What follows belongs to an exercise in optimizing a design on an open flow for a short achievable clock period and few clock cycles; a production flow would make more cautious choices.
Function was checked by simulation only, so behaviour that the tests miss may differ from the original.
Power is estimated from default activity; no workload was simulated.

`flow/config.mk`:
```
export PLATFORM = sky130hd
export DESIGN_NAME = risc_cpu
export DESIGN_NICKNAME = risc_cpu
export VERILOG_FILES = /design/flow/design.v
export SDC_FILE = /design/flow/constraint.sdc
export NUM_CORES = 4
export LEC_CHECK = 0
export ABC_CLOCK_PERIOD_IN_PS = 1200
export CAP_MARGIN = 20
export CORE_MARGIN = 2
export CORE_UTILIZATION = 35
export SETUP_SLACK_MARGIN = 3.3
export SLEW_MARGIN = 20
export TNS_END_PERCENT = 100
```
`flow/constraint.sdc`:
```
create_clock -name core_clock -period 5.0 [get_ports {clk}]
set_input_delay 1.0000 -clock core_clock [delete_from_list [all_inputs] [get_ports {clk}]]
set_output_delay 1.0000 -clock core_clock [all_outputs]
set_load 0.01 [all_outputs]
```
`flow/design.v`:
```
module risc_cpu (
	input 				clk    ,
	input 				rst    ,
	output wire 		rd     ,
	output wire 		wr     ,
	output wire 		halt   ,
	output wire [12:0] 	addr   ,
	input  wire [7:0] 	data_in ,
	output wire [7:0] 	data_out
);
	localparam [2:0] HLT = 3'b000, SKZ = 3'b001, ADD = 3'b010, ANDD = 3'b011,
	                 XORR = 3'b100, LDA = 3'b101, STO = 3'b110, JMP = 3'b111;
	localparam integer NIDX = 5;
	localparam integer NENT = 1 << NIDX;
	localparam integer TAGW = 13 - NIDX;        
	reg        m_fetch, m_f1, m_data;
	reg [12:0] addr_r;
	reg [12:0] pc;
	reg [NENT-1:0] q;                           
	reg        e_hit;
	reg [7:0]  e_b0, e_b1;
	reg        zflag;
	reg [7:0]  b0_r;
	reg        c_add, c_and, c_xor;             
	reg [7:0]  acc;
	reg        rd_r, wr_r, halt_r;
	reg [7:0]  dout_r;
	reg [NENT-1:0] c_val;
	reg [TAGW-1:0] c_tag [0:NENT-1];
	reg [7:0]      c_b0  [0:NENT-1];
	reg [7:0]      c_b1  [0:NENT-1];
	assign addr     = addr_r;
	assign rd       = rd_r;
	assign wr       = wr_r;
	assign halt     = halt_r;
	assign data_out = dout_r;
	function [TAGW-1:0] tag_of(input [12:0] a);
		tag_of = {a[12:NIDX+1], a[0]};
	endfunction
	function [NENT-1:0] onehot(input [NIDX-1:0] i);
		onehot = {{(NENT-1){1'b0}}, 1'b1} << i;
	endfunction
	function [NENT-1:0] rotl(input [NENT-1:0] v, input integer n);
		rotl = (v << n) | (v >> (NENT - n));
	endfunction
	function [16:0] lookup(input [NENT-1:0] sel, input [NENT-1:0] match);
		integer k;
		reg [15:0] d;
		reg v;
		begin
			d = 0; v = 0;
			for (k = 0; k < NENT; k = k + 1) begin
				if (sel[k]) begin
					d = d | {c_b0[k], c_b1[k]};
					v = v | match[k];
				end
			end
			lookup = {v, d};
		end
	endfunction
	wire        zero    = zflag;
	wire        d_read  = m_data && !wr_r;        
	wire [2:0]  e_op    = e_b0[7:5];
	wire [12:0] e_a     = {e_b0[4:0], e_b1};
	wire [2:0]  in_op   = data_in[7:5];
	wire [2:0]  f1_op   = b0_r[7:5];
	wire [12:0] f1_a    = {b0_r[4:0], data_in};
	wire [12:0] pc_1    = pc + 13'd1;
	wire [12:0] pc_2    = pc + 13'd2;
	wire [12:0] pc_4    = pc + 13'd4;
	wire [NENT-1:0] q_2 = rotl(q, 1);
	wire [NENT-1:0] q_4 = rotl(q, 2);
	wire [NENT-1:0] q_j = onehot(e_a[NIDX:1]);
	wire [NENT-1:0] q_f = onehot(f1_a[NIDX:1]);
	wire [TAGW-1:0] t_cur = tag_of(pc);
	wire [TAGW-1:0] t_nxt = {pc[12:NIDX+1] + 1'b1, pc[0]};
	reg  [NENT-1:0] m_cur, m_nxt;
	integer k;
	always @(*) begin
		for (k = 0; k < NENT; k = k + 1) begin
			m_cur[k] = c_val[k] && (c_tag[k] == t_cur);
			m_nxt[k] = c_val[k] && (c_tag[k] == t_nxt);
		end
	end
	wire [NENT-1:0] m_2 = {m_cur[NENT-1:1], m_nxt[0]};
	wire [16:0] r_2 = lookup(q_2, m_2);
	reg [7:0] alu;
	always @(*) begin
		if (c_add)      alu = acc + data_in;
		else if (c_and) alu = acc & data_in;
		else if (c_xor) alu = acc ^ data_in;
		else            alu = data_in;      
	end
	wire z_add = ((acc ^ data_in) == {acc[6:0] | data_in[6:0], 1'b0});
	wire z_and = ((acc & data_in) == 8'd0);
	wire z_xor = (acc == data_in);
	wire z_lda = (data_in == 8'd0);
	wire z_new = c_add ? z_add : c_and ? z_and : c_xor ? z_xor : z_lda;
	wire c_we = !halt_r && (m_f1 || (m_fetch && (in_op == SKZ)));
	reg            w_en;
	reg [NENT-1:0] w_sel;
	reg [TAGW-1:0] w_tag;
	reg [7:0]      w_b0, w_b1;
	always @(posedge clk) begin
		if (rst) w_en <= 1'b0;
		else     w_en <= c_we;
		w_sel <= q;
		w_tag <= tag_of(pc);
		w_b0  <= m_f1 ? b0_r : data_in;
		w_b1  <= data_in;
	end
	integer i;
	always @(posedge clk) begin
		for (i = 0; i < NENT; i = i + 1) begin
			if (rst) c_val[i] <= 1'b0;
			else if (w_en && w_sel[i]) c_val[i] <= 1'b1;
			if (w_en && w_sel[i]) begin
				c_tag[i] <= w_tag;
				c_b0[i]  <= w_b0;
				c_b1[i]  <= w_b1;
			end
		end
	end
	task go_next(input sel);
		begin
			if (sel) begin
				pc <= pc_4; q <= q_4; e_hit <= 1'b0;
			end else begin
				pc <= pc_2; q <= q_2; {e_hit, e_b0, e_b1} <= r_2;
			end
		end
	endtask
	task start_mem(input [2:0] op, input [12:0] a);
		begin
			m_fetch <= 1'b0;
			m_f1    <= 1'b0;
			m_data  <= 1'b1;
			addr_r  <= a;
			c_add   <= (op == ADD);
			c_and   <= (op == ANDD);
			c_xor   <= (op == XORR);
			if (op == STO) begin
				rd_r   <= 1'b0;
				wr_r   <= 1'b1;
				dout_r <= d_read ? alu : acc;
			end
		end
	endtask
	task to_fetch(input [12:0] a);
		begin
			m_fetch <= 1'b1;
			m_f1    <= 1'b0;
			m_data  <= 1'b0;
			addr_r  <= a;
		end
	endtask
	always @(posedge clk) begin
		if (rst) begin
			m_fetch <= 1'b1;
			m_f1    <= 1'b0;
			m_data  <= 1'b0;
			addr_r  <= 13'd0;
			pc      <= 13'd0;
			q       <= onehot(0);
			e_hit   <= 1'b0;
			zflag   <= 1'b1;
			acc     <= 8'd0;
			rd_r    <= 1'b1;
			wr_r    <= 1'b0;
			halt_r  <= 1'b0;
			dout_r  <= 8'd0;
		end else if (!halt_r) begin
			if (d_read) begin
				acc   <= alu;
				zflag <= z_new;
			end
			rd_r   <= 1'b1;
			wr_r   <= 1'b0;
			dout_r <= 8'd0;
			if (!m_f1 && e_hit) begin
				case (e_op)
					HLT: begin
						halt_r <= 1'b1;
						rd_r   <= 1'b0;
					end
					SKZ: begin
						if (d_read) begin
							to_fetch(pc);             
						end else begin
							to_fetch(zero ? pc_4 : pc_2);
							go_next(zero);
						end
					end
					JMP: begin
						to_fetch(e_a);
						pc    <= e_a;
						q     <= q_j;
						e_hit <= 1'b0;
					end
					default: begin
						start_mem(e_op, e_a);
						go_next(1'b0);
					end
				endcase
			end else if (m_data) begin
				to_fetch(pc);                     
			end else if (m_fetch) begin
				case (in_op)
					HLT: begin
						halt_r <= 1'b1;
						rd_r   <= 1'b0;
					end
					SKZ: begin
						to_fetch(zero ? pc_4 : pc_2);
						go_next(zero);
					end
					default: begin
						m_fetch <= 1'b0;
						m_f1    <= 1'b1;
						b0_r    <= data_in;
						addr_r  <= pc_1;
					end
				endcase
			end else begin
				if (f1_op == JMP) begin
					to_fetch(f1_a);
					pc    <= f1_a;
					q     <= q_f;
					e_hit <= 1'b0;
				end else begin
					start_mem(f1_op, f1_a);
					go_next(1'b0);
				end
			end
		end
	end
endmodule
```
`flow/run.sh`:
```
#!/bin/bash
# synth_recipe.tcl (not shown) runs the flow's synth.tcl, then flattens the netlist and writes it again
# the make line also repeats each setting of config.mk as NAME=value (left out here)
make -C /OpenROAD-flow-scripts/flow DESIGN_CONFIG=/design/flow/config.mk WORK_HOME=/design/flow/orfs CLKGATE_MAP_FILE= SYNTH_SCRIPT=/design/flow/synth_recipe.tcl finish
```
==> flow_summary_export.csv, run 1 <==
group,metric,value,unit
global_route,antenna_found_initial,5,
clocking,clk_pin_slew,60,ps
floorplanning,die-area,114000,µm²
setup_path,startpoint_type,"flop",
clocking,cts_root_buffer,"clkbuf_16",
place,dp_slack,1090,ps
route,dr_total_vias,28900,
place,gp_congestion,0.928,
layout,antenna_cells,0,
synth,avgSynthCellArea,14.0,µm²
synth,syn_nets,2814,
place,postPlaceCellArea,41600,µm²
synth,synth_edf_count,795,
route,wirelength,144000,µm
route,drt_pass1_iterations,9,
layout,drive_above_1_share,34.1,%
layout,utilization,46.9,%
setup_path,r2r_start,"e_b1[2]",
outcome,status,"complete, no violations",
setup_path,endpoint,"q[28]",
layout,nNetsFinal,3239,
flow_run,cap_violations,0,
timing,worst_pin_slew,1080,ps
route,drt_iter0_markers,4558,
synth,async_flop_share,0,%
floorplanning,die_w,338,µm
floorplanning,die_y,338,µm
clocking,cts_buffers,99,
place,detailed_place_hpwl,72600,µm
timing,max_freq,0.412,GHz
floorplanning,initial_core_util,35.3,%
clocking,cts.sinks,966,
synth,yosysSeqAreaShare,69.8,%
route,drc_errors,0,
setup_path,arrival,3030,ps
clocking,cts_tree,"built",
global_route,grt_pass1_wl,195000,µm
synth,synth.ff_latch_count,966,
timing,slew_viol_final,0,
power_and_ir_drop,ir_drop,0.284,mV
power_and_ir_drop,p_leak,17.5,nW
setup_path,critPathLaunch,"e_b1[2]",
floorplanning,rows,122,
hold_path,worst_hold_path_type,"flop to flop",
global_route,overflow,0,
synth,yosysWarnings,4,
layout,fill_cells,9296,
setup_path,path_cells,"inv_1, nand4_1, o32ai_1, a221oi_4, a211oi_2",
setup_path,slowest_stage,"o32ai_1",
synth,syn_area,39100,µm²
setup_path,required,5610,ps
timing,setup-tns-final,0,ps
global_route,grt_max_degree,71,
place,port_buffers,33,
timing,finalHoldViolations,0,
timing,setup_ws,2570,ps
setup_path,max_stage_delay,750,ps
floorplanning,design.portCount,34,
synth,synthDistinctLibCells,68,
clocking,clkLatencyLatePin,730,ps
timing,finalCritPeriodShare,48.6,%
timing,skew,66.7,ps
clocking,h-tree-depth,3,
clocking,cts_buffer_depth,3,
timing,max_slew_margin,27.3,%
timing,setup_viol,0,
setup_path,worst_setup_path_end_kind,"flop",
setup_path,r2r-end,"q[28]",
layout,postLayoutCellArea,51900,µm²
clocking,postCtsHoldBufs,0,
setup_path,path_class,"flop to flop",
global_route,globalRouteTotalUtil,23.4,%
setup_path,r2r_setup_slack,2570,ps
global_route,grt_pass1_vias,26700,
setup_path,rr_worst_depth,5,
setup_path,cp_max_fo,7,
route,routedWlPerCell,30.1,µm
synth,synth_cells,2784,
timing,min_period,2430,ps
power_and_ir_drop,power_density,390,nW/µm²
floorplanning,core,111000,µm²
route,ant_nets,0,
layout,syn_to_final_growth,32.8,%
timing,rsz0062_at_grt,"yes",
synth,synth_ff_type,"edfxtp_1",
route,vias_per_cell,6.04,
-- cells in the mapped netlist (all sizes together) (34+ instances only) --
library cell	number	area share, %
edfxtp	795	61
xnor2	188	4.2
a22oi	182	3.5
dfxtp	171	8.8
nor2	159	1.5
clkbuf	113	1.1
xor2	112	2.5
nand2	97	0.93
a21oi	94	1.2
nand4	85	1.4
nand3	84	1.1
buf	83	1.2
o21ai	66	0.85
a221oi	65	1.5
nor4	57	0.91
a22o	44	0.99
nor3	41	0.52
and2	36	0.58
o21a	36	0.69
a211oi	35	0.67
inv	34	0.33
-- layout by cell type (no fill, tap or decap), types with 15 or more instances in the layout --
cell / synthesis / final
a211oi_2: 0 / 19
a21oi_1: 92 / 47
a21oi_2: 1 / 35
a221oi_1: 65 / 27
a221oi_2: 0 / 34
a22o_1: 44 / 44
a22oi_1: 182 / 177
a311oi_1: 26 / 15
and2_4: 0 / 25
buf_12: 0 / 57
buf_4: 21 / 267
buf_6: 7 / 133
buf_8: 0 / 29
clkbuf_1: 113 / 29
clkbuf_16: 0 / 101
dfxtp_1: 171 / 93
dfxtp_2: 0 / 39
dfxtp_4: 0 / 39
edfxtp_1: 795 / 795
inv_1: 33 / 25
mux2i_1: 21 / 19
nand2_1: 97 / 82
nand3_1: 84 / 71
nand4_1: 85 / 85
nor2_1: 159 / 114
nor2_2: 0 / 15
nor2_4: 0 / 30
nor3_1: 41 / 21
nor4_1: 57 / 27
nor4_4: 0 / 18
o21a_1: 36 / 34
o21ai_0: 62 / 29
o21ai_1: 3 / 22
xnor2_1: 188 / 183
xor2_1: 112 / 105
-- how the worst min path moves through the flow --
stage,start,to,slack (ps),cells past startpoint
2_1_floorplan,pc[11],w_tag[6],330,0
3_3_place_gp,q[1],w_sel[1],440,0
3_5_place_dp,q[1],w_sel[1],440,0
4_1_cts,q[6],w_sel[6],440,0
5_1_grt,q[31],w_sel[31],440,0
6_report,q[31],w_sel[31],450,0
-- logic make-up (layout without fill, tap and decap cells) --
group	after synthesis	count (layout)	synth area share [%]
xor+xnor	300	300	6.72
flops	966	966	69.8
simple gates	607	617	7.78
compound gates	637	639	11.8
fa+ha+maj	20	20	0.659
mux	24	24	0.624
buf+inv	230	728	2.66
-- critical path: cells and delay by family, from the launching register on --
| family | cells | cell delay (ps) |
|---|---|---|
| AO/OA/AOI/OAI | 3 | 1040 |
| buffers and inverters | 1 | 370 |
| flip-flops | 1 | 580 |
| AND/OR/NAND/NOR | 1 | 350 |
-- registers in the layout, indices dropped and copies added (netlist names), 13 cells and up --
signal,cells
pc,13
c_b1,256
w_sel,32
c_b0,256
addr_r,13
c_tag,256
q,32
c_val,32
-- area by class of cell --
| cell class | instances | area [µm²] | area share [%] |
|---|---|---|---|
| sequential | 966 | 27500 | 52.9 |
| tap | 1488 | 1860 | 3.58 |
| inverter | 34 | 158 | 0.304 |
| clock inverter | 47 | 611 | 1.18 |
| multi-input combinational | 1600 | 13500 | 25.9 |
| clock buffer | 139 | 2750 | 5.29 |
| timing repair buffer | 508 | 5620 | 10.8 |
-- timing repair --
action | in CTS | in global routing
gates resized for setup | 733 | 240
pin swaps | 167 | 134
setup endpoints to repair | 954 | 363
setup buffers | 232 | 111
cloned | 25 | 6
-- report_power, final --
part / total, mW / internal (mW) / switching (mW)
Sequential: 9.40 / 9.06 / 0.342
Combinational: 3.21 / 1.28 / 1.93
Clock: 7.66 / 4.44 / 3.22
-- metal layers --
layer / vias up / share of wire, % / wire, µm / global-route usage, %
met2: 2138 / 44 / 63900 / 36.4
met1: 14400 / 38 / 54600 / 31.4
met3: 621 / 12 / 17300 / 5.40
met4: 6 / 5.5 / 7960 / 9.69
met5: - / 0.026 / 37 / 0
li1: 11700 / - / - / -
-- per-stage QoR --
step	hold WS, ps	cells	power, mW
4_1_cts	441	4664	19.8
3_3_place_gp	441	4221	11.5
2_1_floorplan	326	2784	10.6
5_1_grt	444	4782	20.7
3_5_place_dp	439	4221	11.5
6_report	453	4782	20.3
Testbench counts, summed over its fixed seeds: cycles 15,475.
==> inputs of run 2 (changes only) <==
--- a/flow/config.mk
+++ b/flow/config.mk
@@ -7,3 +7,3 @@
 export LEC_CHECK = 0
-export ABC_CLOCK_PERIOD_IN_PS = 1200
+export ABC_CLOCK_PERIOD_IN_PS = 1500
 export CAP_MARGIN = 20
@@ -11,3 +11,3 @@
 export CORE_UTILIZATION = 35
-export SETUP_SLACK_MARGIN = 3.3
+export SETUP_SLACK_MARGIN = 2.6
 export SLEW_MARGIN = 20
==> flow_summary_export.csv, run 2 <==
group,metric,value,unit
global_route,grt_max_degree,46,
timing,finalHoldViolations,0,
clocking,cts_buffers,98,
route,drt_pass1_iterations,8,
timing,max_slew_margin,25.1,%
place,gp_congestion,0.912,
floorplanning,die_w,338,µm
layout,drive_above_1_share,16.6,%
synth,synth_cells,2784,
synth,syn_nets,2814,
global_route,overflow,0,
place,detailed_place_hpwl,73100,µm
clocking,clk_pin_slew,60,ps
timing,max_freq,0.408,GHz
clocking,clkLatencyLatePin,680,ps
synth,async_flop_share,0,%
route,ant_nets,0,
synth,synth_edf_count,795,
layout,nNetsFinal,2950,
synth,synth_ff_type,"edfxtp_1",
setup_path,r2r_start,"pc[9]",
route,drc_errors,0,
timing,setup-tns-final,0,ps
global_route,grt_pass1_wl,177000,µm
power_and_ir_drop,ir_drop,0.242,mV
setup_path,required,5560,ps
floorplanning,initial_core_util,35.3,%
synth,yosysSeqAreaShare,69.8,%
clocking,cts_tree,"built",
floorplanning,die_y,338,µm
timing,finalCritPeriodShare,49.0,%
setup_path,startpoint_type,"flop",
layout,reg.largest.list,"c_b0 (256), c_b1 (256), c_tag (256)",
global_route,globalRouteTotalUtil,21.1,%
clocking,cts_root_buffer,"clkbuf_16",
clocking,h-tree-depth,3,
synth,yosys-top-cells-count,"795 x edfxtp_1, 188 x xnor2_1, 182 x a22oi_1",
floorplanning,core,111000,µm²
setup_path,cp_max_fo,13,
route,vias_per_cell,5.78,
timing,slew_viol_final,0,
clocking,postCtsHoldBufs,0,
flow_run,cap_violations,0,
clocking,cts.sinks,966,
outcome,status,"complete, no violations",
place,port_buffers,33,
clocking,cts_buffer_depth,3,
route,dr_total_vias,26000,
floorplanning,die-area,114000,µm²
synth,syn_area,39100,µm²
synth,avgSynthCellArea,14.0,µm²
synth,synthDistinctLibCells,68,
route,wirelength,126000,µm
power_and_ir_drop,power,19.0,mW
power_and_ir_drop,power_density,412,nW/µm²
route,drt_iter0_markers,3556,
hold_path,worst_hold_path_type,"flop to flop",
layout,most-common-layout-cells,"795 x edfxtp_1, 188 x xnor2_1, 182 x a22oi_1",
synth,synth.ff_latch_count,966,
synth,synth_area_leaders,"edfxtp_1 61%, dfxtp_1 8.8%, xnor2_1 4.2%, a22oi_1 3.5%, xor2_1 2.5%",
synth,synth_top_cell_by_area,"edfxtp_1",
setup_path,arrival,3010,ps
global_route,grt_pass1_vias,24300,
timing,skew,27.9,ps
route,routedWlPerCell,28.1,µm
global_route,antenna_found_initial,2,
timing,rsz0062_at_grt,"yes",
synth,yosysWarnings,4,
hold_path,hp-start,"dout_r[6]",
timing,min_period,2450,ps
setup_path,critPathLaunch,"pc[9]",
timing,worst_pin_slew,1120,ps
floorplanning,rows,122,
power_and_ir_drop,p_leak,15.2,nW
synth,synth_top_area_share,61.0,%
layout,mostFrequentLayoutCell,"edfxtp_1",
setup_path,worst_setup_path_end_kind,"flop",
setup_path,path_class,"flop to flop",
layout,syn_to_final_growth,18.3,%
floorplanning,design.portCount,34,
timing,setup_viol,0,
synth,yosysMostFrequentCell,"edfxtp_1",
[run 2: cell count changes in the layout (fill, tap and decap cells not counted), moves of 34 or more]
| cell | change |
|---|---|
| buf_4 | -106 |
| dfxtp_1 | +50 |
| a221oi_1 | +38 |
| nor2_1 | +39 |
| buf_6 | -122 |
| buf_12 | -45 |
| a221oi_2 | -34 |
[run 2: timing repair]
action / CTS / global route
cloned: 5 / 4
pin swaps: 11 / 17
setup buffers: 43 / 29
resized for setup: 139 / 78
endpoints found under the setup margin: 169 / 79
[run 2: worst max-delay path, cell delays in order, from the launching register on]
cell and delay (ps):
dfxtp_4 480, buf_12 220, xor2_1 170, nor4_1 80, nand4_1 130, o22ai_1 100, or4_1 610, nor4_2 250
buf_4 190, o21bai_1 70
[run 2: per-stage QoR]
step / hold slack, ps / setup slack, ps / cells / cell area (µm²) / utilization [%]
2_1_floorplan: 326 / 2290 / 2784 / 39400 / -
3_3_place_gp: 438 / 1130 / 4227 / 41500 / 37.5
3_5_place_dp: 439 / 1120 / 4227 / 41500 / 37.5
4_1_cts: 449 / 2350 / 4459 / 45600 / 41.1
5_1_grt: 467 / 2450 / 4492 / 46200 / 41.7
6_report: 446 / 2550 / 4495 / 46300 / 41.7
[run 2: worst paths after layout]
check	endpoint	slack, ps	depth (start not counted)
worst max register to register	e_hit	2550	9
worst min-delay path	dout_r[6]	450	2
worst max-delay path	e_hit	2550	9
worst min register to register	dout_r[6]	450	2
[run 2: logic make-up (layout without fill, tap and decap cells)]
kind of cell / Yosys count / count (layout) / synth area share (%)
XOR/XNOR: 300 / 300 / 6.72
multiplexers: 24 / 24 / 0.624
buffers and inverters: 230 / 449 / 2.66
adder cells (fa/ha/maj): 20 / 20 / 0.659
AND/OR/NAND/NOR: 607 / 608 / 7.78
flip-flops: 966 / 966 / 69.8
AO/OA/AOI/OAI: 637 / 637 / 11.8
other: 0 / 3 / 0
[run 2: report_power, final]
group	switching, mW	leakage, nW	internal [mW]
Clock	3.11	1.58	4.32
Sequential	0.398	8.73	9.06
Combinational	1.40	4.89	0.751
[run 2: metal layers]
layer	GRT usage, %	vias to the layer above	wire, µm
met2	33.7	1441	58500
met5	0	-	20
met1	29.4	13200	52000
met3	3.36	258	12000
li1	-	11100	-
met4	6.50	2	3730
[run 2: area by class of cell]
cell class	count	area (µm²)
sequential	966	27400
multi-input combinational	1589	11500
clock inverter	39	412
inverter	34	150
fill	10100	64600
antenna	3	7.51
timing repair buffer	231	2180
tap	1488	1860
clock buffer	145	2820
==> inputs of run 3 (changes only) <==
--- a/flow/config.mk
+++ b/flow/config.mk
@@ -10,4 +10,4 @@
 export CORE_MARGIN = 2
-export CORE_UTILIZATION = 35
-export SETUP_SLACK_MARGIN = 2.6
+export CORE_UTILIZATION = 30
+export SETUP_SLACK_MARGIN = 2.8
 export SLEW_MARGIN = 20
==> flow_summary_export.csv, run 3 <==
group,metric,value,unit
timing,setup-tns-final,0,ps
setup_path,worst_setup_path_end_kind,"flop",
global_route,globalRouteTotalUtil,19.0,%
synth,synth_edf_count,795,
global_route,grt_busiest_layer,"met2",
layout,drive_above_1_share,23.2,%
outcome,status,"complete, no violations",
floorplanning,initial_core_util,30.2,%
global_route,overflow,0,
timing,setup_viol,0,
power_and_ir_drop,ir_drop,0.283,mV
synth,synth.ff_latch_count,966,
layout,mostFrequentLayoutCell,"edfxtp_1",
setup_path,arrival,2870,ps
clocking,h-tree-depth,3,
setup_path,startpoint_type,"flop",
clocking,cts_tree,"built",
layout,reg.largest.list,"c_b0 (256), c_b1 (256), c_tag (256)",
route,drt_iter0_markers,3928,
global_route,grt_util_met3,3.65,%
floorplanning,die-area,133000,µm²
global_route,antenna_found_initial,3,
synth,synth_ff_type,"edfxtp_1",
timing,max_freq,0.437,GHz
flow_run,cap_violations,0,
floorplanning,rows,132,
hold_path,worst_hold_path_type,"flop to flop",
global_route,met1_usage,26.3,%
timing,finalHoldViolations,0,
synth,syn_area,39100,µm²
timing,rsz0062_at_grt,"yes",
power_and_ir_drop,p_leak,15.8,nW
synth,yosysWarnings,4,
global_route,grt_pass1_vias,25000,
synth,synth_cells,2784,
floorplanning,die_y,365,µm
layout,syn_to_final_growth,22.9,%
synth,yosysMostFrequentCell,"edfxtp_1",
route,ant_nets,0,
route,wirelength,131000,µm
timing,min_period,2290,ps
timing,skew,55.0,ps
synth,syn_nets,2814,
power_and_ir_drop,power_density,409,nW/µm²
floorplanning,core,129000,µm²
synth,synth_area_leaders,"edfxtp_1 61%, dfxtp_1 8.8%, xnor2_1 4.2%, a22oi_1 3.5%, xor2_1 2.5%",
synth,yosysSeqAreaShare,69.8,%
synth,synthDistinctLibCells,68,
layout,final_cells,4817,
synth,yosys-top-cells-count,"795 x edfxtp_1, 188 x xnor2_1, 182 x a22oi_1",
layout,postLayoutCellArea,48100,µm²
layout,utilization,37.1,%
route,drc_errors,0,
synth,async_flop_share,0,%
synth,synth_top_cell_by_area,"edfxtp_1",
synth,synth_top_area_share,61.0,%
global_route,grt_pass1_wl,184000,µm
layout,fill_cells,12200,
setup_path,path_class,"flop to flop",
floorplanning,die_w,365,µm
route,vias_per_cell,5.55,
global_route,grt_max_degree,51,
setup_path,cp_max_fo,8,
clocking,cts.sinks,966,
setup_path,required,5580,ps
timing,max_slew_margin,24.1,%
route,routedWlPerCell,27.3,µm
global_route,grtUsageMet2,29.9,%
place,postPlaceCellArea,41800,µm²
layout,nNetsFinal,3018,
synth,avgSynthCellArea,14.0,µm²
place,detailed_place_hpwl,73400,µm
place,port_buffers,33,
clocking,cts_buffer_depth,3,
power_and_ir_drop,power,19.7,mW
place,gp_congestion,0.912,
clocking,clkLatencyLatePin,720,ps
timing,slew_viol_final,0,
clocking,cts_root_buffer,"clkbuf_16",
route,drt_pass1_iterations,8,
floorplanning,design.portCount,34,
clocking,clk_pin_slew,60,ps
timing,worst_pin_slew,1140,ps
timing,finalCritPeriodShare,45.8,%
clocking,postCtsHoldBufs,0,
layout,most-common-layout-cells,"795 x edfxtp_1, 201 x buf_4, 187 x xnor2_1",
route,dr_total_vias,26800,
place,dpl.cell_count,4472,
clocking,cts_buffers,99,
[run 3: changes by cell type in the layout (fill, tap and decap cells not counted), sizes merged]
cell / before / now
buf: 196 / 287
bufinv: 8 / 14
clkbuf: 152 / 136
clkinv: 26 / 40
diode: 3 / 1
dlygate4sd2: 25 / 0
inv: 36 / 34
nor2b: 6 / 7
o21a: 36 / 37
o21ai: 66 / 67
or3b: 3 / 2
[run 3: per-layer routing]
layer,vias to the layer above,wire (µm)
li1,11200,-
met1,13500,53400
met2,1674,59300
met3,329,13700
met4,2,4970
met5,-,13
[run 3: repair_timing]
item,in CTS,in global routing
cloned,3,7
setup buffers,84,63
pin swaps,27,61
setup endpoints to repair,766,90
resized for setup,317,158
[run 3: path summary, 6_finish.rpt]
path,from,endpoint,slack [ps],depth (start not counted)
worst max-delay path,pc[11],e_hit,2710,9
worst min-delay path,dout_r[6],dout_r[6],450,2
worst max register to register,pc[11],e_hit,2710,9
worst min register to register,dout_r[6],dout_r[6],450,2
[run 3: cell families after synthesis]
family | synth area share [%]
muxes | 0.624
and+or+nand+nor | 7.78
xor gates and xnor gates | 6.72
AOI/OAI and AO/OA | 11.8
DFF | 69.8
adders and majority gates | 0.659
buffers and inverters | 2.66
[run 3: critical path, stage by stage, from the launching register on]
cell and delay, ps:
dfxtp_4 480, buf_4 240, xor2_1 160, nor4_1 70, nand4_1 140, o22ai_1 90
or4_4 590, nor4_4 140, buf_4 180, o21bai_1 70
[run 3: stage by stage]
stage                     hold slack, ps  setup slack [ps]
after global routing                 474              2640
after detailed placement             439               830
final                                446              2710
after global placement               438               912
after CTS                            448              2700
after floorplan                      326              2300
[run 3: final cells by class]
class,instances,area [µm²],area share [%]
repair buffers,296,2820,5.86
multi-input cells,1591,12000,25.0
flip-flops and latches,966,27400,57.1
well taps,1742,2180,4.54
clock buffers,130,2690,5.61
clock inverters,57,787,1.64
inverters,34,150,0.312
diodes,1,2.50,0.00521
[run 3: power by group]
part           total (mW)  internal (mW)  switching, mW
sequential           9.51           9.06          0.449
combinational        2.30          0.840           1.46
clock                7.85           4.57           3.28
total                19.7           14.5           5.19
==> inputs of run 4 (changes only) <==
--- a/flow/config.mk
+++ b/flow/config.mk
@@ -11,2 +11,3 @@
 export CORE_UTILIZATION = 30
+export PLACE_DENSITY = 0.65
 export SETUP_SLACK_MARGIN = 2.8
==> flow_summary_export.csv, run 4 <==
group,metric,value,unit
synth,yosysSeqAreaShare,69.8,%
setup_path,slowest_stage,"or4_1",
clocking,cts_buffers,95,
timing,max_slew_margin,13.8,%
place,dp_slack,1020,ps
power_and_ir_drop,power,18.9,mW
floorplanning,die-area,133000,µm²
clocking,h-tree-depth,3,
setup_path,crit_top_cell,"buf_4",
synth,synth_cells,2784,
setup_path,cp_max_fo,8,
layout,fill_cells,12100,
global_route,grt_pass1_wl,183000,µm
synth,syn_area,39100,µm²
clocking,cts_buffer_depth,3,
synth,synth.ff_latch_count,966,
layout,most-common-layout-cells,"795 x edfxtp_1, 207 x buf_4, 187 x xnor2_1",
timing,finalHoldViolations,0,
layout,mostFrequentLayoutCell,"edfxtp_1",
layout,syn_to_final_growth,22.2,%
timing,setup-tns-final,0,ps
timing,skew,50.7,ps
layout,final_cells,4826,
synth,synth_area_leaders,"edfxtp_1 61%, dfxtp_1 8.8%, xnor2_1 4.2%, a22oi_1 3.5%, xor2_1 2.5%",
route,drc_errors,0,
layout,drive_above_1_share,22.5,%
route,drt_pass1_iterations,8,
place,dpl.cell_count,4480,
power_and_ir_drop,ir_drop,0.318,mV
route,ant_nets,0,
synth,yosysMostFrequentCell,"edfxtp_1",
layout,nNetsFinal,3030,
synth,yosys-top-cells-count,"795 x edfxtp_1, 188 x xnor2_1, 182 x a22oi_1",
setup_path,max_stage_delay,540,ps
timing,rsz0062_at_grt,"yes",
outcome,status,"complete, no violations",
floorplanning,design.portCount,34,
power_and_ir_drop,p_leak,15.7,nW
global_route,overflow,0,
clocking,cts_root_buffer,"clkbuf_16",
clocking,cts_tree,"built",
synth,synth_compound_gate_area_share,11.8,%
floorplanning,die_y,365,µm
setup_path,r2r_setup_slack,2650,ps
synth,synthDistinctLibCells,68,
synth,synthSimpleGateAreaFrac,7.78,%
power_and_ir_drop,power_density,395,nW/µm²
hold_path,hold_depth,2,
global_route,grt_pass1_vias,25000,
synth,synth_edf_count,795,
floorplanning,die_w,365,µm
timing,finalCritPeriodShare,46.9,%
global_route,grt_max_degree,55,
clocking,clk_pin_slew,60,ps
timing,setup_ws,2650,ps
flow_run,cap_violations,0,
setup_path,path_cells,"buf_4, buf_4, buf_4, and3_4, nand3_2, xnor2_1, or4_1, and4_4, o21ai_1, o21bai_1",
timing,min_period,2350,ps
floorplanning,initial_core_util,30.2,%
setup_path,r2r-end,"e_hit",
clocking,cts.sinks,966,
place,gp_congestion,0.921,
timing,slew_viol_final,0,
floorplanning,core,129000,µm²
setup_path,required,5570,ps
route,dr_total_vias,27000,
synth,async_flop_share,0,%
setup_path,startpoint_type,"flop",
layout,utilization,36.9,%
layout,reg.largest.list,"c_b0 (256), c_b1 (256), c_tag (256)",
clocking,clkLatencyLatePin,680,ps
synth,synth_top_area_share,61.0,%
setup_path,arrival,2920,ps
synth,synthXorXnorAreaFrac,6.72,%
route,vias_per_cell,5.59,
route,drt_iter0_markers,4182,
place,port_buffers,33,
route,wirelength,129000,µm
hold_path,worst_hold_path_type,"flop to flop",
hold_path,min_to,"dout_r[5]",
floorplanning,rows,132,
hold_path,hp-start,"dout_r[5]",
synth,yosysWarnings,4,
synth,synth-adder-area-share,0.659,%
synth,avgSynthCellArea,14.0,µm²
timing,max_freq,0.426,GHz
clocking,postCtsHoldBufs,0,
synth,synth_ff_type,"edfxtp_1",
synth,synth_top_family_by_area,"compound AO/OA/AOI/OAI gates",
setup_path,rr_worst_depth,10,
timing,setup_viol,0,
timing,worst_pin_slew,1280,ps
setup_path,worst_setup_path_end_kind,"flop",
route,routedWlPerCell,26.8,µm
setup_path,r2r_start,"pc[6]",
synth,syn_nets,2814,
synth,synth.area.mux_share,0.624,%
global_route,globalRouteTotalUtil,18.8,%
synth,synth_top_cell_by_area,"edfxtp_1",
global_route,antenna_found_initial,3,
place,detailed_place_hpwl,73400,µm
setup_path,path_class,"flop to flop",
run 4: cell types whose count changed in the layout (fill, tap and decap cells not counted), moves of 6 or more:
cell,delta
a221oi_1,+8
and2_1,+7
and2_2,-6
buf_4,+6
buf_6,+6
bufinv_16,-8
clkinv_1,+14
dfxtp_1,-8
dfxtp_4,+6
xor2_1,-6
xor2_2,+6
run 4: worst max-delay path, delay by kind of cell (launching register included):
family / cells / cell delay (ps)
AOI/OAI and AO/OA: 2 / 220
buffers and inverters: 3 / 410
DFF: 1 / 370
xor gates and xnor gates: 1 / 180
and+or+nand+nor: 4 / 1090
run 4: cells by family after synthesis:
group,count (synthesis)
flops,966
compound gates,637
simple gates,607
xor+xnor,300
buf+inv,230
mux,24
fa+ha+maj,20
run 4: worst max-delay path by stage:
| stage | from | end | slack (ps) | cells past startpoint |
|---|---|---|---|---|
| final | pc[6] | e_hit | 2650 | 10 |
| after global routing | data_in[4] | zflag | 2620 | 10 |
| after CTS | m_fetch | q[7] | 2660 | 7 |
| after detailed placement | data_in[7] | q[26] | 1020 | 9 |
| after global placement | data_in[7] | q[1] | 1040 | 9 |
| after floorplan | data_in[3] | zflag | 2300 | 9 |
run 4: layout make-up:
class                      count  area (µm²)  area share, %
timing repair buffer         314        3080           6.43
multi-input combinational   1589       11900           24.8
sequential                   966       27400           57.4
antenna                        2        5.00         0.0105
clock inverter                54         492           1.03
clock buffer                 125        2580           5.40
tap                         1742        2180           4.56
inverter                      34         153          0.319
run 4: timing repair:
action                                  in CTS  in global routing
endpoints found under the setup margin     447                 91
buffers inserted                            93                 59
gates cloned                                 8                  5
resized for setup                          336                129
pin swaps                                   51                 49
run 4: metrics by stage:
| stage | instance area, µm² | hold slack (ps) |
|---|---|---|
| after floorplan | 39400 | 326 |
| after global placement | 41800 | 443 |
| after detailed placement | 41800 | 441 |
| after CTS | 46700 | 446 |
| after global routing | 47800 | 469 |
| final | 47800 | 448 |
run 4: routing by layer:
metal	part of all wire [%]	global-route usage [%]	up-vias
met5	0.018	0	-
met4	4.0	6.72	4
met3	13	3.94	333
met2	44	29.0	1889
met1	39	26.2	13500
li1	-	-	11200
run 4: power by group:
| part | switching [mW] | leakage [nW] | internal, mW |
|---|---|---|---|
| logic | 1.41 | 5.45 | 0.828 |
| registers | 0.482 | 8.75 | 9.06 |
| clock network | 3.14 | 1.50 | 3.97 |
| total | 5.03 | 15.7 | 13.9 |
==> inputs of run 5 (changes only) <==
--- a/flow/config.mk
+++ b/flow/config.mk
@@ -7,3 +7,3 @@
 export LEC_CHECK = 0
-export ABC_CLOCK_PERIOD_IN_PS = 1500
+export ABC_CLOCK_PERIOD_IN_PS = 1300
 export CAP_MARGIN = 20
@@ -11,4 +11,3 @@
 export CORE_UTILIZATION = 30
-export PLACE_DENSITY = 0.65
-export SETUP_SLACK_MARGIN = 2.8
+export SETUP_SLACK_MARGIN = 2.9
 export SLEW_MARGIN = 20
==> flow_summary_export.csv, run 5 <==
group,metric,value,unit
outcome,status,"complete, no violations",
synth,synth_compound_gate_area_share,11.8,%
synth,synth_edf_count,795,
synth,synth_top_area_share,61.0,%
setup_path,r2r_setup_slack,2630,ps
setup_path,critPathTopFamily,"simple AND/OR/NAND/NOR gates",
flow_run,cap_violations,0,
route,drt_iter0_markers,4044,
clocking,cts.sinks,966,
route,dr_total_vias,27200,
layout,final_cells,4878,
timing,slew_viol_final,0,
clocking,clk_pin_slew,60,ps
synth,yosysSeqAreaShare,69.8,%
synth,avgSynthCellArea,14.0,µm²
setup_path,path_class,"flop to flop",
place,gp_congestion,0.919,
timing,skew,66.2,ps
timing,finalCritPeriodShare,47.5,%
power_and_ir_drop,ir_drop,0.331,mV
timing,finalHoldViolations,0,
timing,setup_ws,2630,ps
setup_path,startpoint_type,"flop",
global_route,antenna_found_initial,0,
global_route,grt_pass1_wl,184000,µm
timing,timing.hold.ws,433,ps
synth,synth_cells,2784,
setup_path,path_cells,"buf_4, ha_4, xor2_1, or4_1, or4_1, and4_4, o21ai_2, o21bai_1",
synth,synth_ff_type,"edfxtp_1",
route,routedWlPerCell,27.2,µm
route,drt_pass1_iterations,8,
layout,fill_cells,12000,
route,ant_nets,0,
clocking,cts_buffers,98,
place,port_buffers,33,
synth,synth.area.mux_share,0.624,%
layout,most-common-layout-cells,"795 x edfxtp_1, 230 x buf_4, 185 x xnor2_1",
route,vias_per_cell,5.58,
floorplanning,design.portCount,34,
clocking,h-tree-depth,3,
layout,nNetsFinal,3079,
power_and_ir_drop,power,19.6,mW
synth,synth-adder-area-share,0.659,%
setup_path,slowest_stage,"dfxtp_4",
place,postPlaceCellArea,41900,µm²
synth,synthSimpleGateAreaFrac,7.78,%
timing,min_period,2370,ps
power_and_ir_drop,p_leak,16.3,nW
global_route,grt_max_degree,61,
timing,setup_viol,0,
layout,postLayoutCellArea,49500,µm²
route,wirelength,133000,µm
synth,yosysWarnings,4,
setup_path,max_stage_delay,490,ps
synth,synth_top_family_by_area,"compound AO/OA/AOI/OAI gates",
floorplanning,die_w,365,µm
place,dp_slack,707,ps
clocking,clkLatencyLatePin,700,ps
hold_path,worst_hold_path_type,"flop to flop",
synth,synthXorXnorAreaFrac,6.72,%
synth,synthDistinctLibCells,68,
setup_path,worst_setup_path_end_kind,"flop",
route,drc_errors,0,
synth,yosysMostFrequentCell,"edfxtp_1",
power_and_ir_drop,power_density,395,nW/µm²
synth,synth_top_cell_by_area,"edfxtp_1",
place,dpl.cell_count,4480,
timing,max_freq,0.421,GHz
global_route,overflow,0,
timing,worst_pin_slew,1150,ps
place,detailed_place_hpwl,74000,µm
floorplanning,initial_core_util,30.2,%
global_route,grt_pass1_vias,25300,
layout,drive_above_1_share,27.3,%
floorplanning,core,129000,µm²
timing,max_slew_margin,23.1,%
timing,setup-tns-final,0,ps
floorplanning,rows,132,
synth,async_flop_share,0,%
synth,syn_area,39100,µm²
layout,seqCellArea,27400,µm²
layout,syn_to_final_growth,26.5,%
layout,mostFrequentLayoutCell,"edfxtp_1",
timing,rsz0062_at_grt,"yes",
global_route,globalRouteTotalUtil,19.0,%
synth,syn_nets,2814,
clocking,cts_root_buffer,"clkbuf_16",
setup_path,cp_max_fo,7,
layout,reg.largest.list,"c_b0 (256), c_b1 (256), c_tag (256)",
layout,multi_input_comb_area,12600,µm²
clocking,cts_tree,"built",
synth,synth_area_leaders,"edfxtp_1 61%, dfxtp_1 8.8%, xnor2_1 4.2%, a22oi_1 3.5%, xor2_1 2.5%",
floorplanning,die-area,133000,µm²
setup_path,arrival,2940,ps
synth,synth.ff_latch_count,966,
layout,utilization,38.2,%
setup_path,crit_top_cell,"or4_1",
synth,yosys-top-cells-count,"795 x edfxtp_1, 188 x xnor2_1, 182 x a22oi_1",
setup_path,crit_buf_inv,1,
floorplanning,die_y,365,µm
setup_path,required,5560,ps
clocking,cts_buffer_depth,3,
[run 5: cell counts after synthesis]
No cell type changed its count.
[run 5: worst register-to-register path, cell delays in order, from the launching register on]
cell and delay, ps:
dfxtp_4 490, buf_4 180, ha_4 190, xor2_1 130, or4_1 480, or4_1 430
and4_4 190, o21ai_2 100, o21bai_1 110
[run 5: what timing repair did]
action | CTS | global route
pin swaps | 77 | 111
resized for setup | 448 | 218
setup endpoints to repair | 287 | 165
hold buffers | 0 | 0
gates cloned | 13 | 7
buffers inserted | 119 | 72
[run 5: worst paths after layout]
| kind | depth (start not counted) | to | start |
|---|---|---|---|
| min reg2reg | 0 | c_tag[11][0] | w_tag[0] |
| max | 8 | e_hit | pc[7] |
| max reg2reg | 8 | e_hit | pc[7] |
| min | 0 | c_tag[11][0] | w_tag[0] |
[run 5: kinds of logic (layout without fill, tap and decap cells)]
kind of cell | count (synthesis) | after routing
xor gates and xnor gates | 300 | 300
adders and majority gates | 20 | 20
muxes | 24 | 24
DFF | 966 | 966
and+or+nand+nor | 607 | 608
other | 0 | 1
buffers and inverters | 230 | 578
AOI/OAI and AO/OA | 637 | 639
[run 5: area by class of cell]
class                   count  share of cell area (%)
repair buffers            358                    7.73
flip-flops and latches    966                    55.4
clock buffers             139                    5.62
well taps                1742                    4.40
clock inverters            47                    1.07
inverters                  34                   0.306
diodes                      1                 0.00506
multi-input cells        1591                    25.4
[run 5: metal layers]
metal | vias to the layer above | share of wire [%] | global-route usage (%)
li1 | 11300 | - | -
met3 | 353 | 11 | 3.71
met1 | 13700 | 40 | 26.5
met4 | 0 | 3.4 | 5.34
met2 | 1760 | 45 | 29.8
met5 | - | 0 | 0
[run 5: power breakdown]
| part | switching, mW | leakage [nW] | total [mW] | internal, mW |
|---|---|---|---|---|
| registers | 0.417 | 8.75 | 9.48 | 9.06 |
| clock network | 3.20 | 1.62 | 7.51 | 4.31 |
| logic | 1.60 | 5.94 | 2.58 | 0.981 |
| total | 5.21 | 16.3 | 19.6 | 14.4 |
==> inputs of run 6 (changes only) <==
--- a/flow/design.v
+++ b/flow/design.v
@@ -67,5 +67,4 @@
 	wire [12:0] f1_a    = {b0_r[4:0], data_in};
-	wire [12:0] pc_1    = pc + 13'd1;
-	wire [12:0] pc_2    = pc + 13'd2;
-	wire [12:0] pc_4    = pc + 13'd4;
+	reg  [12:0] pc_1, pc_2, pc_4;
+	reg  [12-NIDX-1:0] tn_r;
 	wire [NENT-1:0] q_2 = rotl(q, 1);
@@ -75,3 +74,3 @@
 	wire [TAGW-1:0] t_cur = tag_of(pc);
-	wire [TAGW-1:0] t_nxt = {pc[12:NIDX+1] + 1'b1, pc[0]};
+	wire [TAGW-1:0] t_nxt = {tn_r, pc[0]};
 	reg  [NENT-1:0] m_cur, m_nxt;
@@ -123,2 +122,15 @@
 	end
+	localparam integer DW = 52 + TAGW - 1;
+	function [DW-1:0] derive(input [12:0] x);
+		derive = {x, x + 13'd1, x + 13'd2, x + 13'd4, x[12:NIDX+1] + 1'b1};
+	endfunction
+	wire [DW-1:0] d_2 = derive(pc_2);
+	wire [DW-1:0] d_4 = derive(pc_4);
+	wire [DW-1:0] d_j = derive(e_a);
+	wire [DW-1:0] d_f = derive(f1_a);
+	task set_pc(input [DW-1:0] d);
+		begin
+			{pc, pc_1, pc_2, pc_4, tn_r} <= d;
+		end
+	endtask
 	task go_next(input sel);
@@ -126,5 +138,5 @@
 			if (sel) begin
-				pc <= pc_4; q <= q_4; e_hit <= 1'b0;
+				set_pc(d_4); q <= q_4; e_hit <= 1'b0;
 			end else begin
-				pc <= pc_2; q <= q_2; {e_hit, e_b0, e_b1} <= r_2;
+				set_pc(d_2); q <= q_2; {e_hit, e_b0, e_b1} <= r_2;
 			end
@@ -162,3 +174,3 @@
 			addr_r  <= 13'd0;
-			pc      <= 13'd0;
+			set_pc(derive(13'd0));
 			q       <= onehot(0);
@@ -195,3 +207,3 @@
 						to_fetch(e_a);
-						pc    <= e_a;
+						set_pc(d_j);
 						q     <= q_j;
@@ -226,3 +238,3 @@
 					to_fetch(f1_a);
-					pc    <= f1_a;
+					set_pc(d_f);
 					q     <= q_f;
--- a/flow/config.mk
+++ b/flow/config.mk
@@ -7,7 +7,7 @@
 export LEC_CHECK = 0
-export ABC_CLOCK_PERIOD_IN_PS = 1300
+export ABC_CLOCK_PERIOD_IN_PS = 1500
 export CAP_MARGIN = 20
 export CORE_MARGIN = 2
-export CORE_UTILIZATION = 30
-export SETUP_SLACK_MARGIN = 2.9
+export CORE_UTILIZATION = 25
+export SETUP_SLACK_MARGIN = 3.0
 export SLEW_MARGIN = 20
==> flow_summary_export.csv, run 6 <==
group,metric,value,unit
outcome,status,"complete, no violations",
power_and_ir_drop,clock_power_share,33.0,%
synth,yosysMostFrequentCell,"edfxtp_1",
global_route,grtUsageMet2,27.6,%
layout,most-common-layout-cells,"795 x edfxtp_1, 284 x buf_4, 280 x xnor2_1",
clocking,clk_pin_slew,60,ps
timing,timing.hold.ws,460,ps
timing,setup_viol,0,
global_route,grt_pass1_wl,232000,µm
layout,antenna_cells,0,
setup_path,r2r_start,"e_b0[7]",
setup_path,r2r-end,"pc_2[10]",
synth,yosysWarnings,4,
synth,synth_ff_type,"edfxtp_1",
global_route,grt_util_met3,3.47,%
layout,multi_input_comb_area,16500,µm²
place,postPlaceCellArea,47200,µm²
floorplanning,die_y,423,µm
clocking,clkLatencyLatePin,730,ps
global_route,grt_busiest_layer,"met2",
layout,utilization,32.8,%
layout,fill_cells,16800,
power_and_ir_drop,power_density,402,nW/µm²
synth,synth.ff_latch_count,1012,
global_route,overflow,0,
clocking,h-tree-depth,3,
place,gp_congestion,0.928,
timing,setup_ws,2410,ps
synth,yosys-top-cells-count,"795 x edfxtp_1, 283 x xnor2_1, 261 x nor2_1",
power_and_ir_drop,ir_drop,0.312,mV
place,detailed_place_hpwl,93700,µm
power_and_ir_drop,p_seq_share,44.8,%
layout,seqCellArea,28400,µm²
setup_path,worst_setup_path_end_kind,"flop",
timing,setup-tns-final,0,ps
setup_path,path_class,"flop to flop",
route,drc_errors,0,
flow_run,cap_violations,0,
floorplanning,die_w,423,µm
power_and_ir_drop,p_leak,18.8,nW
timing,finalHoldViolations,0,
timing,finalCritPeriodShare,51.8,%
global_route,grt_pass1_vias,31400,
route,drt_pass1_iterations,11,
setup_path,rr_worst_depth,10,
place,port_buffers,33,
layout,drive_above_1_share,29.2,%
synth,yosysSeqAreaShare,64.4,%
setup_path,cp_max_fo,7,
route,vias_per_cell,5.41,
synth,synth_edf_count,795,
global_route,grt_max_degree,118,
global_route,met1_usage,23.9,%
timing,slew_viol_final,0,
timing,skew,48.2,ps
synth,syn_nets,3461,
power_and_ir_drop,internal_power,15.9,mW
synth,synth_top_cell_by_area,"edfxtp_1",
clocking,cts_buffer_depth,3,
timing,worst_pin_slew,1170,ps
power_and_ir_drop,comb_power_share,22.2,%
timing,min_period,2590,ps
route,ant_nets,0,
floorplanning,rows,153,
timing,rsz0062_at_grt,"yes",
global_route,antenna_found_initial,8,
layout,reg.largest.list,"c_b0 (256), c_b1 (256), c_tag (256)",
floorplanning,core,174000,µm²
setup_path,required,5580,ps
synth,synth_cells,3405,
hold_path,hold_depth,2,
layout,postLayoutCellArea,57100,µm²
hold_path,worst_hold_path_type,"flop to flop",
synth,async_flop_share,0,%
floorplanning,initial_core_util,25.2,%
setup_path,arrival,3170,ps
setup_path,startpoint_type,"flop",
timing,max_slew_margin,21.7,%
timing,max_freq,0.386,GHz
floorplanning,design.portCount,34,
clocking,cts_buffers,103,
synth,synth_area_leaders,"edfxtp_1 54%, dfxtp_1 9.9%, xnor2_1 5.7%, a22oi_1 3.2%, xor2_1 2.3%",
power_and_ir_drop,swShare,30.7,%
hold_path,min_to,"pc_1[0]",
clocking,cts_tree,"built",
route,dr_total_vias,33400,
clocking,cts_root_buffer,"clkbuf_16",
setup_path,critPathLaunch,"e_b0[7]",
layout,nNetsFinal,3816,
route,drt_iter0_markers,5619,
route,routedWlPerCell,27.3,µm
route,wirelength,169000,µm
place,dp_slack,1240,ps
layout,syn_to_final_growth,30.4,%
clocking,cts.sinks,1012,
hold_path,hp-start,"pc_1[0]",
power_and_ir_drop,p_switching,7.07,mW
synth,syn_area,43800,µm²
synth,synth_top_area_share,54.5,%
setup_path,r2r_setup_slack,2410,ps
layout,mostFrequentLayoutCell,"edfxtp_1",
global_route,globalRouteTotalUtil,17.7,%
floorplanning,die-area,179000,µm²
synth,synthDistinctLibCells,80,
synth,avgSynthCellArea,12.9,µm²
[run 6: cell families (layout without fill, tap and decap cells)]
group,after synthesis,after routing,share of synthesized area [%]
AOI/OAI and AO/OA,754,754,12.5
xor gates and xnor gates,398,398,7.96
adders and majority gates,46,46,1.33
buffers and inverters,304,741,3.51
DFF,1012,1012,64.4
muxes,29,29,0.671
and+or+nand+nor,862,869,9.58
[run 6: how the worst max path moves through the flow]
stage and end:
2_1_floorplan e_b0[0], 3_3_place_gp acc[6], 3_5_place_dp pc_1[12], 4_1_cts e_hit, 5_1_grt pc_2[8], 6_report pc_2[10]
[run 6: final cells by class]
cell class / count / share of cell area, %
Multi-Input combinational cell: 2096 / 28.9
Sequential cell: 1012 / 49.7
Inverter: 36 / 0.291
Tap cell: 2325 / 5.09
Clock inverter: 53 / 0.788
Timing Repair Buffer: 511 / 10.2
Clock buffer: 141 / 4.98
[run 6: metrics by stage]
stage	total power [mW]	instances
2_1_floorplan	12.3	3405
3_3_place_gp	13.8	5633
3_5_place_dp	13.8	5636
4_1_cts	22.2	6034
5_1_grt	23.6	6174
6_report	23.0	6174
[run 6: power groups by stage]
stage               registers, mW  clock network (mW)  logic (mW)
floorplan                    10.0                   0        2.28
global placement             10.5                   0        3.30
detailed placement           10.5                   0        3.34
CTS                          10.3                7.63        4.30
global route                 10.3                7.98        5.26
finish                       10.3                7.59        5.10
[run 6: worst max-delay path: stages, from the launching register on]
cell	delay, ps
edfxtp_1	500
nor3b_4	550
mux2i_1	190
buf_6	200
buf_4	140
buf_6	130
a211oi_4	210
nor4_4	90
a21oi_1	160
nor2_1	60
a211oi_1	240
[run 6: repair_timing]
| item | in CTS | in global routing |
|---|---|---|
| gates cloned | 24 | 15 |
| setup buffers | 180 | 125 |
| hold buffers | 0 | 0 |
| endpoints found under the setup margin | 992 | 212 |
| resized for setup | 629 | 295 |
| pin swaps | 104 | 151 |
[run 6: per-layer routing]
layer	wire length, µm	up-vias	share of wire [%]
met5	36	-	0.021
met4	9160	6	5.4
li1	-	13700	-
met3	20000	612	12
met1	64700	16600	38
met2	74800	2404	44
Testbench counts of run 6, summed over its fixed seeds: cycles 15,475.
==> inputs of run 7 (changes only) <==
--- a/flow/design.v
+++ b/flow/design.v
@@ -19,3 +19,4 @@
 	reg [NENT-1:0] q;                           
-	reg        e_hit;
+	reg        e_hit_lo, e_hit_hi;      
+	wire       e_hit = e_hit_lo | e_hit_hi;
 	reg [7:0]  e_b0, e_b1;
@@ -67,4 +68,5 @@
 	wire [12:0] f1_a    = {b0_r[4:0], data_in};
-	reg  [12:0] pc_1, pc_2, pc_4;
-	reg  [12-NIDX-1:0] tn_r;
+	wire [12:0] pc_1    = pc + 13'd1;
+	wire [12:0] pc_2    = pc + 13'd2;
+	wire [12:0] pc_4    = pc + 13'd4;
 	wire [NENT-1:0] q_2 = rotl(q, 1);
@@ -74,3 +76,3 @@
 	wire [TAGW-1:0] t_cur = tag_of(pc);
-	wire [TAGW-1:0] t_nxt = {tn_r, pc[0]};
+	wire [TAGW-1:0] t_nxt = {pc[12:NIDX+1] + 1'b1, pc[0]};
 	reg  [NENT-1:0] m_cur, m_nxt;
@@ -85,2 +87,4 @@
 	wire [16:0] r_2 = lookup(q_2, m_2);
+	wire r_2lo = |(q_2[NENT/2-1:0] & m_2[NENT/2-1:0]);
+	wire r_2hi = |(q_2[NENT-1:NENT/2] & m_2[NENT-1:NENT/2]);
 	reg [7:0] alu;
@@ -122,15 +126,2 @@
 	end
-	localparam integer DW = 52 + TAGW - 1;
-	function [DW-1:0] derive(input [12:0] x);
-		derive = {x, x + 13'd1, x + 13'd2, x + 13'd4, x[12:NIDX+1] + 1'b1};
-	endfunction
-	wire [DW-1:0] d_2 = derive(pc_2);
-	wire [DW-1:0] d_4 = derive(pc_4);
-	wire [DW-1:0] d_j = derive(e_a);
-	wire [DW-1:0] d_f = derive(f1_a);
-	task set_pc(input [DW-1:0] d);
-		begin
-			{pc, pc_1, pc_2, pc_4, tn_r} <= d;
-		end
-	endtask
 	task go_next(input sel);
@@ -138,5 +129,5 @@
 			if (sel) begin
-				set_pc(d_4); q <= q_4; e_hit <= 1'b0;
+				pc <= pc_4; q <= q_4; {e_hit_lo, e_hit_hi} <= 2'b00;
 			end else begin
-				set_pc(d_2); q <= q_2; {e_hit, e_b0, e_b1} <= r_2;
+				pc <= pc_2; q <= q_2; {e_b0, e_b1} <= r_2[15:0]; {e_hit_lo, e_hit_hi} <= {r_2lo, r_2hi};
 			end
@@ -174,5 +165,5 @@
 			addr_r  <= 13'd0;
-			set_pc(derive(13'd0));
+			pc      <= 13'd0;
 			q       <= onehot(0);
-			e_hit   <= 1'b0;
+			{e_hit_lo, e_hit_hi} <= 2'b00;
 			zflag   <= 1'b1;
@@ -207,5 +198,5 @@
 						to_fetch(e_a);
-						set_pc(d_j);
+						pc    <= e_a;
 						q     <= q_j;
-						e_hit <= 1'b0;
+						{e_hit_lo, e_hit_hi} <= 2'b00;
 					end
@@ -238,5 +229,5 @@
 					to_fetch(f1_a);
-					set_pc(d_f);
+					pc    <= f1_a;
 					q     <= q_f;
-					e_hit <= 1'b0;
+					{e_hit_lo, e_hit_hi} <= 2'b00;
 				end else begin
--- a/flow/config.mk
+++ b/flow/config.mk
@@ -10,4 +10,4 @@
 export CORE_MARGIN = 2
-export CORE_UTILIZATION = 25
-export SETUP_SLACK_MARGIN = 3.0
+export CORE_UTILIZATION = 35
+export SETUP_SLACK_MARGIN = 2.8
 export SLEW_MARGIN = 20
==> flow_summary_export.csv, run 7 <==
group,metric,value,unit
layout,most-common-layout-cells,"795 x edfxtp_1, 189 x buf_4, 183 x a22oi_1",
global_route,globalRouteTotalUtil,22.1,%
synth,async_flop_share,0,%
timing,setup-tns-final,0,ps
global_route,grt_pass1_wl,181000,µm
layout,reg.largest.list,"c_b0 (256), c_b1 (256), c_tag (256)",
power_and_ir_drop,p_switching,5.36,mW
synth,synth.area.mux_share,0.433,%
clocking,cts_tree,"built",
synth,synth_ff_type,"edfxtp_1",
power_and_ir_drop,ir_drop,0.309,mV
power_and_ir_drop,internal_power,14.3,mW
power_and_ir_drop,power_density,417,nW/µm²
clocking,clk_pin_slew,60,ps
route,ant_nets,0,
synth,yosys-top-cells-count,"795 x edfxtp_1, 183 x a22oi_1, 179 x xnor2_1",
synth,synth-adder-area-share,0.666,%
power_and_ir_drop,swShare,27.2,%
global_route,grt_max_degree,36,
synth,synthXorXnorAreaFrac,6.72,%
hold_path,worst_hold_path_type,"flop to flop",
floorplanning,design.portCount,34,
route,routedWlPerCell,28.8,µm
route,wirelength,129000,µm
outcome,status,"complete, no violations",
setup_path,endpoint,"e_hit_hi",
clocking,cts_buffers,102,
timing,max_slew_margin,19.6,%
synth,avgSynthCellArea,14.4,µm²
synth,synth_compound_gate_area_share,12.3,%
clocking,cts.sinks,967,
synth,synthSimpleGateAreaFrac,6.90,%
timing,rsz0062_at_grt,"yes",
synth,synth_top_family_by_area,"compound AO/OA/AOI/OAI gates",
setup_path,path_class,"flop to flop",
timing,finalCritPeriodShare,47.8,%
setup_path,critPathLaunch,"pc[8]",
power_and_ir_drop,clock_power_share,37.7,%
floorplanning,rows,121,
clocking,postCtsHoldBufs,0,
setup_path,rr_worst_depth,9,
timing,finalHoldViolations,0,
synth,syn_area,38700,µm²
timing,max_freq,0.419,GHz
synth,yosysSeqAreaShare,70.6,%
synth,syn_nets,2723,
power_and_ir_drop,power,19.7,mW
clocking,cts_buffer_depth,3,
clocking,clkLatencyLatePin,700,ps
setup_path,worst_setup_path_end_kind,"flop",
setup_path,slowest_stage,"dfxtp_4",
floorplanning,initial_core_util,35.4,%
setup_path,critPathTopFamily,"simple AND/OR/NAND/NOR gates",
layout,mostFrequentLayoutCell,"edfxtp_1",
global_route,antenna_found_initial,2,
setup_path,path_depth,9,
setup_path,r2r-end,"e_hit_hi",
setup_path,startpoint_type,"flop",
power_and_ir_drop,p_leak,15.7,nW
place,detailed_place_hpwl,71700,µm
power_and_ir_drop,p_seq_share,48.5,%
flow_run,cap_violations,0,
place,port_buffers,33,
route,drt_iter0_markers,3999,
timing,skew,59.8,ps
floorplanning,core,109000,µm²
global_route,grt_pass1_vias,24800,
timing,slew_viol_final,0,
synth,synth_cells,2693,
setup_path,r2r_setup_slack,2610,ps
setup_path,cp_max_fo,4,
synth,synth_edf_count,795,
setup_path,r2r_start,"pc[8]",
setup_path,arrival,2980,ps
timing,min_period,2390,ps
route,vias_per_cell,5.88,
setup_path,required,5590,ps
setup_path,max_stage_delay,410,ps
global_route,overflow,0,
route,drt_pass1_iterations,15,
route,dr_total_vias,26200,
power_and_ir_drop,comb_power_share,13.7,%
clocking,cts_root_buffer,"clkbuf_16",
route,drc_errors,0,
layout,syn_to_final_growth,22.1,%
clocking,h-tree-depth,3,
timing,worst_pin_slew,1210,ps
floorplanning,die_y,336,µm
setup_path,path_cells,"buf_6, buf_4, xor2_2, nor4_2, nand4_1, nor4_2, nor3_2, nand4_1, a32o_1",
place,dp_slack,934,ps
synth,synth_top_cell_by_area,"edfxtp_1",
synth,yosysWarnings,4,
setup_path,crit_buf_inv,2,
synth,synthDistinctLibCells,77,
synth,synth_top_area_share,61.7,%
layout,drive_above_1_share,24.0,%
floorplanning,die_w,336,µm
synth,yosysMostFrequentCell,"edfxtp_1",
floorplanning,die-area,113000,µm²
timing,setup_ws,2610,ps
timing,setup_viol,0,
place,gp_congestion,0.903,
synth,synth.ff_latch_count,967,
synth,synth_area_leaders,"edfxtp_1 62%, dfxtp_1 8.9%, xnor2_1 4.1%, a22oi_1 3.6%, xor2_1 2.7%",
layout,nNetsFinal,2927,
## run 7: logic make-up after synthesis
family,count (synthesis)
compound gates,653
xor+xnor,297
fa+ha+maj,20
buf+inv,219
flops,967
mux,16
simple gates,521
## run 7: area by class of cell
cell class	count	area (µm²)
fillers	9743	62100
flip-flops and latches	967	27400
multi-input cells	1511	11700
repair buffers	288	2830
clock buffers	135	2820
well taps	1476	1850
clock inverters	57	474
inverters	27	141
diodes	1	2.50
## run 7: how the worst min path moves through the flow
| stage | startpoint | cells past startpoint | endpoint | slack, ps |
|---|---|---|---|---|
| after detailed placement | w_tag[3] | 0 | c_tag[7][3] | 440 |
| after global routing | data_in[0] | 1 | w_b1[0] | 440 |
| after global placement | w_tag[3] | 0 | c_tag[7][3] | 410 |
| final | w_tag[3] | 0 | c_tag[7][3] | 450 |
| after floorplan | pc[8] | 0 | w_tag[3] | 330 |
| after CTS | w_tag[3] | 0 | c_tag[7][3] | 450 |
## run 7: per-layer routing
layer,up-vias,GRT usage (%),wire length (µm)
met5,-,0.638,23
li1,11000,-,-
met4,4,6.92,4820
met1,13400,30.3,52100
met3,357,4.45,13100
met2,1566,35.3,58600
## run 7: through the flow
| stage | cell area (µm²) | util (%) | hold WS (ps) | instances |
|---|---|---|---|---|
| detailed placement | 41200 | 37.7 | 438 | 4118 |
| floorplan | 39000 | - | 326 | 2693 |
| finish | 47200 | 43.2 | 449 | 4462 |
| global placement | 41200 | 37.7 | 412 | 4118 |
| global route | 47200 | 43.2 | 443 | 4461 |
| CTS | 46100 | 42.2 | 454 | 4414 |
## run 7: power groups by stage
| stage | Sequential [mW] | Clock (mW) | Combinational (mW) |
|---|---|---|---|
| 2_1_floorplan | 9.45 | 0 | 1.37 |
| 3_3_place_gp | 9.72 | 0 | 2.11 |
| 3_5_place_dp | 9.73 | 0 | 2.12 |
| 4_1_cts | 9.53 | 7.47 | 2.47 |
| 5_1_grt | 9.57 | 7.78 | 2.82 |
| 6_report | 9.55 | 7.42 | 2.70 |
## run 7: worst register-to-register path, delay by kind of cell, from the launching register on
kind | cells | cell delay (ps)
flops | 1 | 410
compound gates | 1 | 180
simple gates | 5 | 1170
xor+xnor | 1 | 190
buf+inv | 2 | 350
## run 7: timing repair
action	4_1_cts	5_1_grt
resized for setup	317	151
endpoints found under the setup margin	176	100
gates cloned	11	6
setup buffers	93	41
pin swaps	33	78
Testbench counts of run 7, summed over its fixed seeds: cycles 15,475.

[static timing again, ports no longer ideal]
In the flow no input, the clock included, has a driving cell. The finished layouts below were timed again as built, in two steps. Step 1 assumes that a clkbuf_16 drives the clock port and a buf_2 every other input. Step 2 moves the port delays by t, midway between the first and last clock arrival at a register: inputs arrive t later, outputs are due t later. That takes back most of the time a late clock gives input paths. a / b / c = ideal / step 1 / step 2; a / b = the first two.
run	shift t [ns]	slack for setup (ns)	latest minus earliest clock arrival (ns)	slew at the worst register clock pin (ns)
run 1	0.762	2.572 / 2.572 / 1.943	0.067 / 0.067	0.08 / 0.08
run 2	0.736	2.551 / 2.551 / 1.949	0.033 / 0.033	0.07 / 0.07
run 3	0.763	2.710 / 2.677 / 2.026	0.056 / 0.056	0.07 / 0.07
run 4	0.733	2.654 / 2.654 / 2.019	0.052 / 0.052	0.07 / 0.07
run 5	0.733	2.627 / 2.627 / 2.011	0.070 / 0.070	0.07 / 0.07
run 6	0.776	2.409 / 2.409 / 1.982	0.048 / 0.049	0.07 / 0.07
run 7	0.741	2.612 / 2.612 / 2.051	0.062 / 0.062	0.07 / 0.07
After both steps setup and hold are still met in every run listed. The setup slack of run 3, which loses most, moves by -0.033 ns with the drivers and by -0.684 ns with both steps.
